From an optimization exercise on the open Yosys and OpenROAD flow, aimed at small area; shortcuts taken in it are not production practice.
In this exercise RTL edits were held to simulation tests only and were not proved equivalent to the original.

==> flow/design.v <==
module comparator_latch #
(
  parameter n_to_response_time = -1038,
  parameter p_to_response_time = -1020,
  parameter const_response_time = 1285,
  parameter n_to_tau = -1248,
  parameter p_to_tau = 1037,
  parameter const_tau = 1042,
  parameter n_to_response_time_lh = -1752,
  parameter p_to_response_time_lh = -1006,
  parameter const_response_time_lh = 1185,
  parameter n_to_tau_lh = 1131,
  parameter p_to_tau_lh = -1115,
  parameter const_tau_lh = 1529
)
(
  input clk,
  input reset,
  input sys_clk,
  input [15-1:0] n,
  input [15-1:0] p,
  output [35-1:0] out
);
  wire g0 = 8'd42 >> cnt;
  wire g1 = 8'd217 >> cnt;
  wire g2 = 8'd56 >> cnt;
  wire g3 = 8'd18 >> cnt;
  wire g4 = 8'd28 >> cnt;
  wire g5 = 8'd10 >> cnt;
  wire g6 = 8'd249 >> cnt;
  wire g7 = 8'd249 >> cnt;
  wire g8 = 8'd199 >> cnt;
  wire g9 = 8'd193 >> cnt;
  wire g10 = 8'd42 >> cnt;
  wire g11 = 8'd217 >> cnt;
  wire g12 = 8'd199 >> cnt;
  wire g13 = 8'd213 >> cnt;
  wire g14 = 8'd243 >> cnt;
  wire g15 = 8'd14 >> cnt;
  wire g16 = 8'd235 >> cnt;
  wire g17 = 8'd50 >> cnt;
  wire g18 = 8'd60 >> cnt;
  wire g19 = 8'd63 >> cnt;
  wire g20 = n[0] & ~n[3];
  wire g21 = (n[1] & ~n[4]) | (n[1] & g20) | (~n[4] & g20);
  wire g22 = (n[2] & ~n[5]) | (n[2] & g21) | (~n[5] & g21);
  wire g23 = (n[3] & ~n[6]) | (n[3] & g22) | (~n[6] & g22);
  wire g24 = (n[4] & ~n[7]) | (n[4] & g23) | (~n[7] & g23);
  wire g25 = n[5] ^ g0 ^ g24;
  wire g26 = (n[5] & g0) | (n[5] & g24) | (g0 & g24);
  wire g27 = ~n[8] & g25;
  wire g28 = n[0] ^ n[6] ^ g1;
  wire g29 = (n[0] & n[6]) | (n[0] & g1) | (n[6] & g1);
  wire g30 = g26 ^ g27 ^ g28;
  wire g31 = (g26 & g27) | (g26 & g28) | (g27 & g28);
  wire g32 = (~n[9] & ~p[6]) | (~n[9] & g30) | (~p[6] & g30);
  wire g33 = n[1] ^ n[7] ^ g2;
  wire g34 = (n[1] & n[7]) | (n[1] & g2) | (n[7] & g2);
  wire g35 = g29 ^ g31 ^ g32;
  wire g36 = (g29 & g31) | (g29 & g32) | (g31 & g32);
  wire g37 = ~g33;
  wire g38 = n[10] ^ p[7] ^ g37;
  wire g39 = (n[10] & p[7]) | (n[10] & g37) | (p[7] & g37);
  wire g40 = g35 & ~g38;
  wire g41 = n[11] ^ p[8] ^ g39;
  wire g42 = (n[11] & p[8]) | (n[11] & g39) | (p[8] & g39);
  wire g43 = n[2] ^ n[8] ^ p[0];
  wire g44 = (n[2] & n[8]) | (n[2] & p[0]) | (n[8] & p[0]);
  wire g45 = g3 ^ g34 ^ g36;
  wire g46 = (g3 & g34) | (g3 & g36) | (g34 & g36);
  wire g47 = g40 ^ g43 ^ g45;
  wire g48 = (g40 & g43) | (g40 & g45) | (g43 & g45);
  wire g49 = ~g41 & g47;
  wire g50 = n[12] ^ p[9] ^ g42;
  wire g51 = (n[12] & p[9]) | (n[12] & g42) | (p[9] & g42);
  wire g52 = n[3] ^ n[9] ^ p[1];
  wire g53 = (n[3] & n[9]) | (n[3] & p[1]) | (n[9] & p[1]);
  wire g54 = g4 ^ g44 ^ g46;
  wire g55 = (g4 & g44) | (g4 & g46) | (g44 & g46);
  wire g56 = g48 ^ g49 ^ g52;
  wire g57 = (g48 & g49) | (g48 & g52) | (g49 & g52);
  wire g58 = (~g50 & g54) | (~g50 & g56) | (g54 & g56);
  wire g59 = n[13] ^ p[10] ^ g51;
  wire g60 = (n[13] & p[10]) | (n[13] & g51) | (p[10] & g51);
  wire g61 = n[4] ^ n[10] ^ p[2];
  wire g62 = (n[4] & n[10]) | (n[4] & p[2]) | (n[10] & p[2]);
  wire g63 = g5 ^ g53 ^ g55;
  wire g64 = (g5 & g53) | (g5 & g55) | (g53 & g55);
  wire g65 = g57 ^ g58 ^ g61;
  wire g66 = (g57 & g58) | (g57 & g61) | (g58 & g61);
  wire g67 = (~g59 & g63) | (~g59 & g65) | (g63 & g65);
  wire g68 = n[5] ^ n[11] ^ n[14];
  wire g69 = (n[5] & n[11]) | (n[5] & n[14]) | (n[11] & n[14]);
  wire g70 = p[3] ^ g6 ^ g62;
  wire g71 = (p[3] & g6) | (p[3] & g62) | (g6 & g62);
  wire g72 = g64 ^ g66 ^ g67;
  wire g73 = (g64 & g66) | (g64 & g67) | (g66 & g67);
  wire g74 = g68 ^ g70 ^ g72;
  wire g75 = (g68 & g70) | (g68 & g72) | (g70 & g72);
  wire g76 = (~p[11] & ~g60) | (~p[11] & g74) | (~g60 & g74);
  wire g77 = n[6] ^ n[12] ^ p[4];
  wire g78 = (n[6] & n[12]) | (n[6] & p[4]) | (n[12] & p[4]);
  wire g79 = g7 ^ g69 ^ g71;
  wire g80 = (g7 & g69) | (g7 & g71) | (g69 & g71);
  wire g81 = g73 ^ g75 ^ g76;
  wire g82 = (g73 & g75) | (g73 & g76) | (g75 & g76);
  wire g83 = g77 ^ g79 ^ g81;
  wire g84 = (g77 & g79) | (g77 & g81) | (g79 & g81);
  wire g85 = ~p[12] & g83;
  wire g86 = n[7] ^ n[13] ^ p[5];
  wire g87 = (n[7] & n[13]) | (n[7] & p[5]) | (n[13] & p[5]);
  wire g88 = g8 ^ g78 ^ g80;
  wire g89 = (g8 & g78) | (g8 & g80) | (g78 & g80);
  wire g90 = g82 ^ g84 ^ g85;
  wire g91 = (g82 & g84) | (g82 & g85) | (g84 & g85);
  wire g92 = g86 ^ g88 ^ g90;
  wire g93 = (g86 & g88) | (g86 & g90) | (g88 & g90);
  wire g94 = ~p[13] & g92;
  wire g95 = n[8] ^ p[6] ^ p[14];
  wire g96 = (n[8] & p[6]) | (n[8] & p[14]) | (p[6] & p[14]);
  wire g97 = g9 ^ g87 ^ g89;
  wire g98 = (g9 & g87) | (g9 & g89) | (g87 & g89);
  wire g99 = g91 ^ g93 ^ g94;
  wire g100 = (g91 & g93) | (g91 & g94) | (g93 & g94);
  wire g101 = g95 ^ g97 ^ g99;
  wire g102 = (g95 & g97) | (g95 & g99) | (g97 & g99);
  wire g103 = ~n[14] & g101;
  wire g104 = n[9] ^ p[7] ^ g10;
  wire g105 = (n[9] & p[7]) | (n[9] & g10) | (p[7] & g10);
  wire g106 = g96 ^ g98 ^ g100;
  wire g107 = (g96 & g98) | (g96 & g100) | (g98 & g100);
  wire g108 = g102 ^ g103 ^ g104;
  wire g109 = (g102 & g103) | (g102 & g104) | (g103 & g104);
  wire g110 = g106 & g108;
  wire g111 = n[10] ^ p[8] ^ g11;
  wire g112 = (n[10] & p[8]) | (n[10] & g11) | (p[8] & g11);
  wire g113 = g105 ^ g107 ^ g109;
  wire g114 = (g105 & g107) | (g105 & g109) | (g107 & g109);
  wire g115 = (g110 & g111) | (g110 & g113) | (g111 & g113);
  wire g116 = n[11] ^ p[9] ^ g12;
  wire g117 = (n[11] & p[9]) | (n[11] & g12) | (p[9] & g12);
  wire g118 = g112 ^ g114 ^ g115;
  wire g119 = (g112 & g114) | (g112 & g115) | (g114 & g115);
  wire g120 = g116 & g118;
  wire g121 = n[12] ^ p[10] ^ g13;
  wire g122 = (n[12] & p[10]) | (n[12] & g13) | (p[10] & g13);
  wire g123 = g117 ^ g119 ^ g120;
  wire g124 = (g117 & g119) | (g117 & g120) | (g119 & g120);
  wire g125 = g121 & g123;
  wire g126 = n[13] ^ p[11] ^ g14;
  wire g127 = (n[13] & p[11]) | (n[13] & g14) | (p[11] & g14);
  wire g128 = g122 ^ g124 ^ g125;
  wire g129 = (g122 & g124) | (g122 & g125) | (g124 & g125);
  wire g130 = g126 & g128;
  wire g131 = p[12] ^ g15 ^ g127;
  wire g132 = (p[12] & g15) | (p[12] & g127) | (g15 & g127);
  wire g133 = g129 ^ g130 ^ g131;
  wire g134 = (g129 & g130) | (g129 & g131) | (g130 & g131);
  wire g135 = ~n[14] & g133;
  wire g136 = p[13] ^ g16 ^ g132;
  wire g137 = (p[13] & g16) | (p[13] & g132) | (g16 & g132);
  wire g138 = (g134 & g135) | (g134 & g136) | (g135 & g136);
  wire g139 = g17 ^ g137 ^ g138;
  wire g140 = (g17 & g137) | (g17 & g138) | (g137 & g138);
  wire g141 = ~p[14] & g139;
  wire g142 = (g18 & g140) | (g18 & g141) | (g140 & g141);
  wire g143 = g19 ^ g142;
  wire g144 = ~g143;
  wire g145 = p[3] ^ p[0];
  wire g146 = ~p[0];
  wire g147 = n[3] ^ p[0] ^ g146;
  wire g148 = (n[3] & p[0]) | (n[3] & g146) | (p[0] & g146);
  wire g149 = n[4] ^ p[1] ^ g148;
  wire g150 = (n[4] & p[1]) | (n[4] & g148) | (p[1] & g148);
  wire g151 = ~g149;
  wire g152 = p[1] ^ g151 ^ 1'b1;
  wire g153 = (p[1] & g151) | (p[1] & 1'b1) | (g151 & 1'b1);
  wire g154 = n[3] ^ n[5] ^ p[2];
  wire g155 = (n[3] & n[5]) | (n[3] & p[2]) | (n[5] & p[2]);
  wire g156 = ~g150;
  wire g157 = p[2] ^ g156 ^ g153;
  wire g158 = (p[2] & g156) | (p[2] & g153) | (g156 & g153);
  wire g159 = ~g154;
  wire g160 = g159 ^ g157 ^ 1'b1;
  wire g161 = (g159 & g157) | (g159 & 1'b1) | (g157 & 1'b1);
  wire g162 = n[4] ^ n[6] ^ p[0];
  wire g163 = (n[4] & n[6]) | (n[4] & p[0]) | (n[6] & p[0]);
  wire g164 = p[3] ^ g155 ^ g162;
  wire g165 = (p[3] & g155) | (p[3] & g162) | (g155 & g162);
  wire g166 = g145 ^ g158 ^ g161;
  wire g167 = (g145 & g158) | (g145 & g161) | (g158 & g161);
  wire g168 = ~g164;
  wire g169 = g168 ^ g166 ^ 1'b1;
  wire g170 = (g168 & g166) | (g168 & 1'b1) | (g166 & 1'b1);
  wire g171 = n[5] ^ n[7] ^ p[1];
  wire g172 = (n[5] & n[7]) | (n[5] & p[1]) | (n[7] & p[1]);
  wire g173 = p[4] ^ g163 ^ g165;
  wire g174 = (p[4] & g163) | (p[4] & g165) | (g163 & g165);
  wire g175 = ~g171;
  wire g176 = g167 ^ g170 ^ g175;
  wire g177 = (g167 & g170) | (g167 & g175) | (g170 & g175);
  wire g178 = ~g173 ^ g176;
  wire g179 = ~g173 & g176;
  wire g180 = n[3] ^ n[6] ^ n[8];
  wire g181 = (n[3] & n[6]) | (n[3] & n[8]) | (n[6] & n[8]);
  wire g182 = p[2] ^ p[5] ^ g172;
  wire g183 = (p[2] & p[5]) | (p[2] & g172) | (p[5] & g172);
  wire g184 = g174 ^ g180 ^ g182;
  wire g185 = (g174 & g180) | (g174 & g182) | (g180 & g182);
  wire g186 = ~g184;
  wire g187 = g177 ^ g179 ^ g186;
  wire g188 = (g177 & g179) | (g177 & g186) | (g179 & g186);
  wire g189 = g187 ^ 1'b1;
  wire g190 = g187 & 1'b1;
  wire g191 = n[4] ^ n[7] ^ n[9];
  wire g192 = (n[4] & n[7]) | (n[4] & n[9]) | (n[7] & n[9]);
  wire g193 = p[3] ^ p[6] ^ g181;
  wire g194 = (p[3] & p[6]) | (p[3] & g181) | (p[6] & g181);
  wire g195 = g183 ^ g185 ^ g191;
  wire g196 = (g183 & g185) | (g183 & g191) | (g185 & g191);
  wire g197 = ~g193;
  wire g198 = g188 ^ g190 ^ g197;
  wire g199 = (g188 & g190) | (g188 & g197) | (g190 & g197);
  wire g200 = ~g195 ^ g198;
  wire g201 = ~g195 & g198;
  wire g202 = n[5] ^ n[8] ^ n[10];
  wire g203 = (n[5] & n[8]) | (n[5] & n[10]) | (n[8] & n[10]);
  wire g204 = p[4] ^ p[7] ^ g192;
  wire g205 = (p[4] & p[7]) | (p[4] & g192) | (p[7] & g192);
  wire g206 = g194 ^ g196 ^ g202;
  wire g207 = (g194 & g196) | (g194 & g202) | (g196 & g202);
  wire g208 = ~g204;
  wire g209 = g199 ^ g201 ^ g208;
  wire g210 = (g199 & g201) | (g199 & g208) | (g201 & g208);
  wire g211 = ~g206 ^ g209;
  wire g212 = ~g206 & g209;
  wire g213 = n[6] ^ n[9] ^ n[11];
  wire g214 = (n[6] & n[9]) | (n[6] & n[11]) | (n[9] & n[11]);
  wire g215 = p[5] ^ p[8] ^ g203;
  wire g216 = (p[5] & p[8]) | (p[5] & g203) | (p[8] & g203);
  wire g217 = g205 ^ g207 ^ g213;
  wire g218 = (g205 & g207) | (g205 & g213) | (g207 & g213);
  wire g219 = n[3] ^ g210 ^ g212;
  wire g220 = (n[3] & g210) | (n[3] & g212) | (g210 & g212);
  wire g221 = ~g219;
  wire g222 = g215 ^ g217 ^ g221;
  wire g223 = (g215 & g217) | (g215 & g221) | (g217 & g221);
  wire g224 = n[7] ^ n[10] ^ n[12];
  wire g225 = (n[7] & n[10]) | (n[7] & n[12]) | (n[10] & n[12]);
  wire g226 = p[6] ^ p[9] ^ g214;
  wire g227 = (p[6] & p[9]) | (p[6] & g214) | (p[9] & g214);
  wire g228 = g216 ^ g218 ^ g223;
  wire g229 = (g216 & g218) | (g216 & g223) | (g218 & g223);
  wire g230 = g224 ^ g226 ^ g228;
  wire g231 = (g224 & g226) | (g224 & g228) | (g226 & g228);
  wire g232 = n[4] ^ p[0] ^ g220;
  wire g233 = (n[4] & p[0]) | (n[4] & g220) | (p[0] & g220);
  wire g234 = ~g230 ^ g232;
  wire g235 = ~g230 & g232;
  wire g236 = n[8] ^ n[11] ^ n[13];
  wire g237 = (n[8] & n[11]) | (n[8] & n[13]) | (n[11] & n[13]);
  wire g238 = p[7] ^ p[10] ^ g225;
  wire g239 = (p[7] & p[10]) | (p[7] & g225) | (p[10] & g225);
  wire g240 = g227 ^ g229 ^ g231;
  wire g241 = (g227 & g229) | (g227 & g231) | (g229 & g231);
  wire g242 = g236 ^ g238 ^ g240;
  wire g243 = (g236 & g238) | (g236 & g240) | (g238 & g240);
  wire g244 = n[5] ^ p[1] ^ g233;
  wire g245 = (n[5] & p[1]) | (n[5] & g233) | (p[1] & g233);
  wire g246 = ~g242;
  wire g247 = g235 ^ g246 ^ g244;
  wire g248 = (g235 & g246) | (g235 & g244) | (g246 & g244);
  wire g249 = n[9] ^ n[12] ^ p[8];
  wire g250 = (n[9] & n[12]) | (n[9] & p[8]) | (n[12] & p[8]);
  wire g251 = g237 ^ g239 ^ g241;
  wire g252 = (g237 & g239) | (g237 & g241) | (g239 & g241);
  wire g253 = g243 ^ g249 ^ g251;
  wire g254 = (g243 & g249) | (g243 & g251) | (g249 & g251);
  wire g255 = n[6] ^ n[14] ^ p[2];
  wire g256 = (n[6] & n[14]) | (n[6] & p[2]) | (n[14] & p[2]);
  wire g257 = p[11] ^ g245 ^ g248;
  wire g258 = (p[11] & g245) | (p[11] & g248) | (g245 & g248);
  wire g259 = ~g253;
  wire g260 = g259 ^ g255 ^ g257;
  wire g261 = (g259 & g255) | (g259 & g257) | (g255 & g257);
  wire g262 = n[10] ^ n[13] ^ p[9];
  wire g263 = (n[10] & n[13]) | (n[10] & p[9]) | (n[13] & p[9]);
  wire g264 = g250 ^ g252 ^ g254;
  wire g265 = (g250 & g252) | (g250 & g254) | (g252 & g254);
  wire g266 = n[7] ^ p[3] ^ g256;
  wire g267 = (n[7] & p[3]) | (n[7] & g256) | (p[3] & g256);
  wire g268 = g258 ^ g261 ^ g266;
  wire g269 = (g258 & g261) | (g258 & g266) | (g261 & g266);
  wire g270 = ~g268;
  wire g271 = g262 ^ g264 ^ g270;
  wire g272 = (g262 & g264) | (g262 & g270) | (g264 & g270);
  wire g273 = ~g271 ^ 1'b1;
  wire g274 = ~g271 & 1'b1;
  wire g275 = n[11] ^ p[10] ^ g263;
  wire g276 = (n[11] & p[10]) | (n[11] & g263) | (p[10] & g263);
  wire g277 = g265 ^ g272 ^ g275;
  wire g278 = (g265 & g272) | (g265 & g275) | (g272 & g275);
  wire g279 = n[8] ^ n[14] ^ p[4];
  wire g280 = (n[8] & n[14]) | (n[8] & p[4]) | (n[14] & p[4]);
  wire g281 = g267 ^ g269 ^ g274;
  wire g282 = (g267 & g269) | (g267 & g274) | (g269 & g274);
  wire g283 = ~g277;
  wire g284 = g283 ^ g279 ^ g281;
  wire g285 = (g283 & g279) | (g283 & g281) | (g279 & g281);
  wire g286 = n[12] ^ g276 ^ g278;
  wire g287 = (n[12] & g276) | (n[12] & g278) | (g276 & g278);
  wire g288 = n[9] ^ p[5] ^ p[11];
  wire g289 = (n[9] & p[5]) | (n[9] & p[11]) | (p[5] & p[11]);
  wire g290 = g280 ^ g282 ^ g285;
  wire g291 = (g280 & g282) | (g280 & g285) | (g282 & g285);
  wire g292 = ~g286;
  wire g293 = g292 ^ g288 ^ g290;
  wire g294 = (g292 & g288) | (g292 & g290) | (g288 & g290);
  wire g295 = n[10] ^ p[6] ^ g289;
  wire g296 = (n[10] & p[6]) | (n[10] & g289) | (p[6] & g289);
  wire g297 = g291 ^ g294 ^ g295;
  wire g298 = (g291 & g294) | (g291 & g295) | (g294 & g295);
  wire g299 = ~g297;
  wire g300 = n[13] ^ g287 ^ g299;
  wire g301 = (n[13] & g287) | (n[13] & g299) | (g287 & g299);
  wire g302 = ~g300 ^ 1'b1;
  wire g303 = ~g300 & 1'b1;
  wire g304 = n[11] ^ n[14] ^ p[7];
  wire g305 = (n[11] & n[14]) | (n[11] & p[7]) | (n[14] & p[7]);
  wire g306 = g296 ^ g298 ^ g303;
  wire g307 = (g296 & g298) | (g296 & g303) | (g298 & g303);
  wire g308 = ~g301;
  wire g309 = g308 ^ g304 ^ g306;
  wire g310 = (g308 & g304) | (g308 & g306) | (g304 & g306);
  wire g311 = n[12] ^ p[8] ^ g305;
  wire g312 = (n[12] & p[8]) | (n[12] & g305) | (p[8] & g305);
  wire g313 = g307 ^ g310 ^ g311;
  wire g314 = (g307 & g310) | (g307 & g311) | (g310 & g311);
  wire g315 = g313 ^ 1'b1;
  wire g316 = g313 & 1'b1;
  wire g317 = n[13] ^ p[9] ^ g312;
  wire g318 = (n[13] & p[9]) | (n[13] & g312) | (p[9] & g312);
  wire g319 = g314 ^ g316 ^ g317;
  wire g320 = (g314 & g316) | (g314 & g317) | (g316 & g317);
  wire g321 = g319 ^ 1'b1;
  wire g322 = g319 & 1'b1;
  wire g323 = p[10] ^ g318 ^ g320;
  wire g324 = (p[10] & g318) | (p[10] & g320) | (g318 & g320);
  wire g325 = ~n[14];
  wire g326 = g325 ^ g322 ^ g323;
  wire g327 = (g325 & g322) | (g325 & g323) | (g322 & g323);
  wire g328 = ~p[11];
  wire g329 = g328 ^ g324 ^ g327;
  wire g330 = (g328 & g324) | (g328 & g327) | (g324 & g327);
  wire g331 = g330 ^ 1'b1;
  wire g332 = ~~g147 & 1'b1;
  wire g333 = ~g152 & g332;
  wire g334 = ~g160 & g333;
  wire g335 = ~g169 & g334;
  wire g336 = ~g178 & g335;
  wire g337 = ~g189 & g336;
  wire g338 = ~g200 & g337;
  wire g339 = ~g211 & g338;
  wire g340 = ~~g222 & g339;
  wire g341 = ~g234 | g340;
  wire g342 = ~g247 & g341;
  wire g343 = ~g260 & g342;
  wire g344 = ~g273 & g343;
  wire g345 = ~g284 & g344;
  wire g346 = ~g293 | g345;
  wire g347 = ~g302 & g346;
  wire g348 = ~g309 | g347;
  wire g349 = ~g315 & g348;
  wire g350 = ~g321 & g349;
  wire g351 = ~g326 | g350;
  wire g352 = ~g329 & g351;
  wire g353 = ~~g331 | g352;
  wire g354 = ~~g147 & 1'b1;
  wire g355 = ~g152 & g354;
  wire g356 = ~g160 & g355;
  wire g357 = ~g169 | g356;
  wire g358 = ~g178 & g357;
  wire g359 = ~g189 & g358;
  wire g360 = ~g200 | g359;
  wire g361 = ~g211 | g360;
  wire g362 = ~~g222 & g361;
  wire g363 = ~g234 | g362;
  wire g364 = ~g247 & g363;
  wire g365 = ~g260 & g364;
  wire g366 = ~g273 & g365;
  wire g367 = ~g284 | g366;
  wire g368 = ~g293 | g367;
  wire g369 = ~g302 & g368;
  wire g370 = ~g309 & g369;
  wire g371 = ~g315 | g370;
  wire g372 = ~g321 & g371;
  wire g373 = ~g326 & g372;
  wire g374 = ~g329 & g373;
  wire g375 = ~~g331 | g374;
  wire g376 = ~~g147 & 1'b1;
  wire g377 = ~g152 & g376;
  wire g378 = ~g160 & g377;
  wire g379 = ~g169 & g378;
  wire g380 = ~g178 | g379;
  wire g381 = ~g189 & g380;
  wire g382 = ~g200 & g381;
  wire g383 = ~g211 | g382;
  wire g384 = ~~g222 | g383;
  wire g385 = ~g234 | g384;
  wire g386 = ~g247 & g385;
  wire g387 = ~g260 & g386;
  wire g388 = ~g273 & g387;
  wire g389 = ~g284 & g388;
  wire g390 = ~g293 & g389;
  wire g391 = ~g302 | g390;
  wire g392 = ~g309 | g391;
  wire g393 = ~g315 | g392;
  wire g394 = ~g321 & g393;
  wire g395 = ~g326 | g394;
  wire g396 = ~g329 | g395;
  wire g397 = ~~g331 & g396;
  wire g398 = ~~g147 & 1'b1;
  wire g399 = ~g152 & g398;
  wire g400 = ~g160 & g399;
  wire g401 = ~g169 | g400;
  wire g402 = ~g178 | g401;
  wire g403 = ~g189 & g402;
  wire g404 = ~g200 | g403;
  wire g405 = ~g211 & g404;
  wire g406 = ~~g222 & g405;
  wire g407 = ~g234 & g406;
  wire g408 = ~g247 | g407;
  wire g409 = ~g260 & g408;
  wire g410 = ~g273 & g409;
  wire g411 = ~g284 | g410;
  wire g412 = ~g293 & g411;
  wire g413 = ~g302 | g412;
  wire g414 = ~g309 & g413;
  wire g415 = ~g315 & g414;
  wire g416 = ~g321 | g415;
  wire g417 = ~g326 & g416;
  wire g418 = ~g329 | g417;
  wire g419 = ~~g331 & g418;
  wire g420 = ~~g147 & 1'b1;
  wire g421 = ~g152 & g420;
  wire g422 = ~g160 & g421;
  wire g423 = ~g169 & g422;
  wire g424 = ~g178 & g423;
  wire g425 = ~g189 | g424;
  wire g426 = ~g200 & g425;
  wire g427 = ~g211 & g426;
  wire g428 = ~~g222 | g427;
  wire g429 = ~g234 & g428;
  wire g430 = ~g247 | g429;
  wire g431 = ~g260 & g430;
  wire g432 = ~g273 & g431;
  wire g433 = ~g284 & g432;
  wire g434 = ~g293 | g433;
  wire g435 = ~g302 | g434;
  wire g436 = ~g309 | g435;
  wire g437 = ~g315 & g436;
  wire g438 = ~g321 | g437;
  wire g439 = ~g326 | g438;
  wire g440 = ~g329 & g439;
  wire g441 = ~~g331 & g440;
  wire g442 = ~~g147 & 1'b1;
  wire g443 = ~g152 & g442;
  wire g444 = ~g160 & g443;
  wire g445 = ~g169 & g444;
  wire g446 = ~g178 | g445;
  wire g447 = ~g189 | g446;
  wire g448 = ~g200 & g447;
  wire g449 = ~g211 & g448;
  wire g450 = ~~g222 | g449;
  wire g451 = ~g234 & g450;
  wire g452 = ~g247 & g451;
  wire g453 = ~g260 & g452;
  wire g454 = ~g273 & g453;
  wire g455 = ~g284 | g454;
  wire g456 = ~g293 & g455;
  wire g457 = ~g302 & g456;
  wire g458 = ~g309 & g457;
  wire g459 = ~g315 & g458;
  wire g460 = ~g321 & g459;
  wire g461 = ~g326 & g460;
  wire g462 = ~g329 | g461;
  wire g463 = ~~g331 | g462;
  wire g464 = (cnt == 3'd1) ? ((g353 & ~g375) | g441) : (cnt == 3'd2) ? ((g353 & ~g397) | g441) : (cnt == 3'd3) ? (~g463 | (g353 & ~g419) | g441) : (cnt != 3'd0);
  wire done1 = g144;
  wire done2 = g464;
  reg [2:0] fsm;
  reg [2:0] cnt;
  reg prev_sys_clk;
  reg is_r;
  wire start = ~prev_sys_clk & sys_clk & (n > p) & (n <= 15'd16384);
  always @(posedge clk) prev_sys_clk <= sys_clk;
  always @(posedge clk) begin
    if (reset) begin
      fsm <= 3'd0;
      cnt <= 3'd0;
      is_r <= 1'b1;
    end else begin
      is_r <= 1'b0;
      case (fsm)
        3'd0: if (start) fsm <= 3'd1;
        3'd1: begin
          cnt <= done1 ? 3'd0 : cnt + 3'd1;
          if (done1) fsm <= 3'd2;
        end
        3'd2: if (prev_sys_clk & ~sys_clk) fsm <= 3'd3;
        3'd3: begin
          cnt <= done2 ? 3'd0 : cnt + 3'd1;
          if (done2) fsm <= 3'd4;
        end
        default: ;
      endcase
    end
  end
  wire nz = ~((fsm == 3'd4) | ((fsm == 3'd3) & (cnt != 3'd0)));
  assign out = {1'b0, 1'b0, 1'b0, nz, nz, 1'b0, nz, 1'b0, 1'b0, nz, nz, 1'b0, 1'b0, is_r, is_r, 1'b0, 1'b0, is_r, is_r, 1'b0, 1'b0, is_r, is_r, 1'b0, 1'b0, is_r, is_r, 1'b0, 1'b0, is_r, is_r, 1'b0, 1'b0, is_r, is_r};
endmodule
==> flow/run.sh <==
#!/bin/bash
# synth_recipe.tcl (not shown) runs the flow's synth.tcl, then flattens the netlist and writes it again
# the make line also repeats each setting of config.mk as NAME=value (left out here)
make -C /OpenROAD-flow-scripts/flow DESIGN_CONFIG=/design/flow/config.mk WORK_HOME=/design/flow/orfs CLKGATE_MAP_FILE= SYNTH_SCRIPT=/design/flow/synth_recipe.tcl finish
==> flow/config.mk <==
export PLATFORM = sky130hd
export DESIGN_NAME = comparator_latch
export DESIGN_NICKNAME = comparator_latch
export VERILOG_FILES = /design/flow/design.v
export SDC_FILE = /design/flow/constraint.sdc
export NUM_CORES = 4
export LEC_CHECK = 0
export CAP_MARGIN = 20
export CORE_MARGIN = 2
export CORE_UTILIZATION = 40
export SLEW_MARGIN = 20
==> flow/constraint.sdc <==
create_clock -name core_clock -period 26.0 [get_ports {clk}]
set_input_delay 5.2000 -clock core_clock [delete_from_list [all_inputs] [get_ports {clk}]]
set_output_delay 5.2000 -clock core_clock [all_outputs]
set_load 0.01 [all_outputs]
==> reports/results.txt <==
crit end category - register
mux contribution to synthesized area - 0%
status - timing/DRC/antenna clean
final hold violation count - 0
Antenna Nets Post-Route - 0
setup ws final - 2.32 ns
Yosys cell types - 51
CTS tree - done
Clock Tree Buf Depth - 2
arrival time worst endpoint - 23.80 ns
vias in the first global route - 3802
Synth Area in Compound Gates - 9.35%
most common cell after layout, fill and taps aside - inv_1
commonest non-fill, non-tap cells in the layout - inv_1 (133), fa_1 (119), clkdlybuf4s50_1 (49)
DR pass1 iterations - 4
Clock Skew - 0.00501 ns
vias per cell - 5.01
flops & latches, synth - 8
Post-DP HPWL - 10400 µm
Root Driver - clkbuf_16
Row Count - 40
critical path class - primary input to register
first-pass GRT wire length - 19600 µm
Mapped Cells - 515
Post-CTS Hold Buffers - 0
worst hold path class - register to register
Die Ht - 114 µm
Clk pin slew, worst setup/hold paths - 0.04 ns
Port Buffer Count - 49
WP data required - 26.12 ns
Final Non-Filler Cells - 692
largest net degree at the start of global routing - 13
Final Cycle Share - 91.1%
area share of fa/ha/maj cells after synthesis - 58.8%
Most used DFF post-synth - dfxtp_1
Sink Count - 8
critical path launch point type - primary input
CP peak stage delay - 0.71 ns
via count - 3470
initial antenna violation count - 0
H-tree depth - 1
post-synthesis simple-gate area fraction - 11.4%
final instance area - 0.00536 mm²
num ports - 68
Routed WL - 11800 µm
Slew HR - 51.5%
1st-iter DRT viols - 175
GRT Resource Usage Total - 19.4%
Worst-Margin Slew - 0.725 ns
mean routed wirelength per cell - 17.0 µm
CP max stage cell - clkdlybuf4s50_1
pre-CTS WS - 2.11 ns
post-synthesis cell area - 0.00482 mm²
Ys Warns - 1
GRT Residual Overflow - 0
total die area - 0.0129 mm²
GP Congestion - 0.885
Top cell by count, worst path - fa_1
Die Wd - 114 µm
setup violators final - 0
post-placement cell count - 689
post-synthesis async set-or-reset flop share - 0%
maximum fanout along the worst path - 10
Buffers & Inverters on Critical Path - 23
area grow syn2layout - 11.1%
Max Slew Vio Count - 0
post_cts resized - 0
core area - 0.0119 mm²
DRC - 0
synthesized area per cell - 9.36 µm²
initial core utilization - 40.6%
fmax - 0.0422 GHz
Max Cap Viol - 0
post-route minimum period - 23.68 ns
Post-DP Area - 0.00528 mm²
final setup TNS - 0 ns
share of cells above drive strength 1 - 1.83%
nets@finish - 732
Crit path max-delay family - adder cells
EDFF count, synth - 0
largest family of logic cells by synthesized area - adder cells
Setup Buffers After CTS - 0
CTS Buf Count - 3
sequential area share after synthesis - 3.32%
XOR/XNOR share of the synthesized area - 0.545%
clock latency at the later pin of the worst-skew pair - 0.23 ns
# diodes - 0
RSZ-0062 raised after global routing - no
worst reg2reg max path: cells and delay by family (launching register included):
kind	cells	cell delay, ns
xor gates and xnor gates	1	0.22
adders and majority gates	25	11.30
DFF	1	0.48
and+or+nand+nor	11	1.46
AOI/OAI and AO/OA	12	1.97
buffers and inverters	5	0.33
per-stage QoR:
step	hold WS, ns	utilization [%]
global route	0.648	45.1
finish	0.595	45.1
global placement	0.578	44.5
detailed placement	0.576	44.5
floorplan	0.521	-
CTS	0.591	45.1
cells by family after synthesis:
group / Yosys count
adder cells (fa/ha/maj): 156
AND/OR/NAND/NOR: 103
other: 1
AO/OA/AOI/OAI: 68
XOR/XNOR: 3
buffers and inverters: 176
flip-flops: 8
synth_stat cells, drive strengths merged (6+ instances only):
library cell    n  area share (%)
ha             33             8.6
inv           137              11
buf            35             5.5
fa            119              49
o21ai          13             1.3
a21oi          20             2.1
nor2           21             1.6
nor2b           6            0.78
nand2          21             1.6
nand3           8            0.83
dfxtp           8             3.3
nand2b         10             1.3
nor3            7            0.73
state kept, by name (all words and copies together) (netlist names):
signal        count
cnt               3
fsm               3
is_r              1
prev_sys_clk      1
worst paths after layout:
| kind | startpoint | end | slack (ns) | cells past startpoint |
|---|---|---|---|---|
| hold / removal | fsm[2]$_SDFFE_PP0P_ | fsm[2]$_SDFFE_PP0P_ | 0.59 | 1 |
| setup reg to reg | cnt[1]$_SDFFE_PP0P_ | fsm[0]$_SDFFE_PP0P_ | 10.12 | 54 |
| hold reg to reg | fsm[2]$_SDFFE_PP0P_ | fsm[2]$_SDFFE_PP0P_ | 0.59 | 1 |
| setup / recovery | n[3] | cnt[2]$_SDFFE_PP0P_ | 2.32 | 69 |
layout make-up:
type,count,area [µm²]
fillers,1127,6510
multi-input cells,348,3930
inverters,137,514
repair buffers,49,490
well taps,147,184
flip-flops and latches,8,160
clock buffers,3,75.1
routing by layer:
metal	vias to the layer above	share of wire, %	GRT usage [%]
met4	0	2.1	4.31
met3	18	4.0	1.65
li1	1618	-	-
met1	1744	44	27.0
met5	-	0	0
met2	90	49	33.5

==> what the ideal ports hide <==
The flow's constraints put no driver on any port. The routed layout listed below was extracted and timed again, unchanged, in two steps. Step 1 assumes that a clkbuf_16 drives the clock port and a buf_2 every other input. Step 2 adds t to the input delays and takes it off the output delays; t is the mean of the earliest and latest rising clock arrival at the registers after step 1. Input paths then give back, and output paths get back, about the clock's delay inside the block. Three values: no drivers, after step 1, after step 2; two values: the first two.
t (ns): 0.249
setup slack, ns: 2.317 / 2.317 / 2.067
clock arrival spread, ns: 0.005 / 0.005
worst register clock-pin slew, ns: 0.04 / 0.04
pins driven straight from the clock port: 1
After both steps setup and hold are still met in this run. For this run, drivers alone change the setup slack by 0.000 ns; drivers and shift together by -0.250 ns.
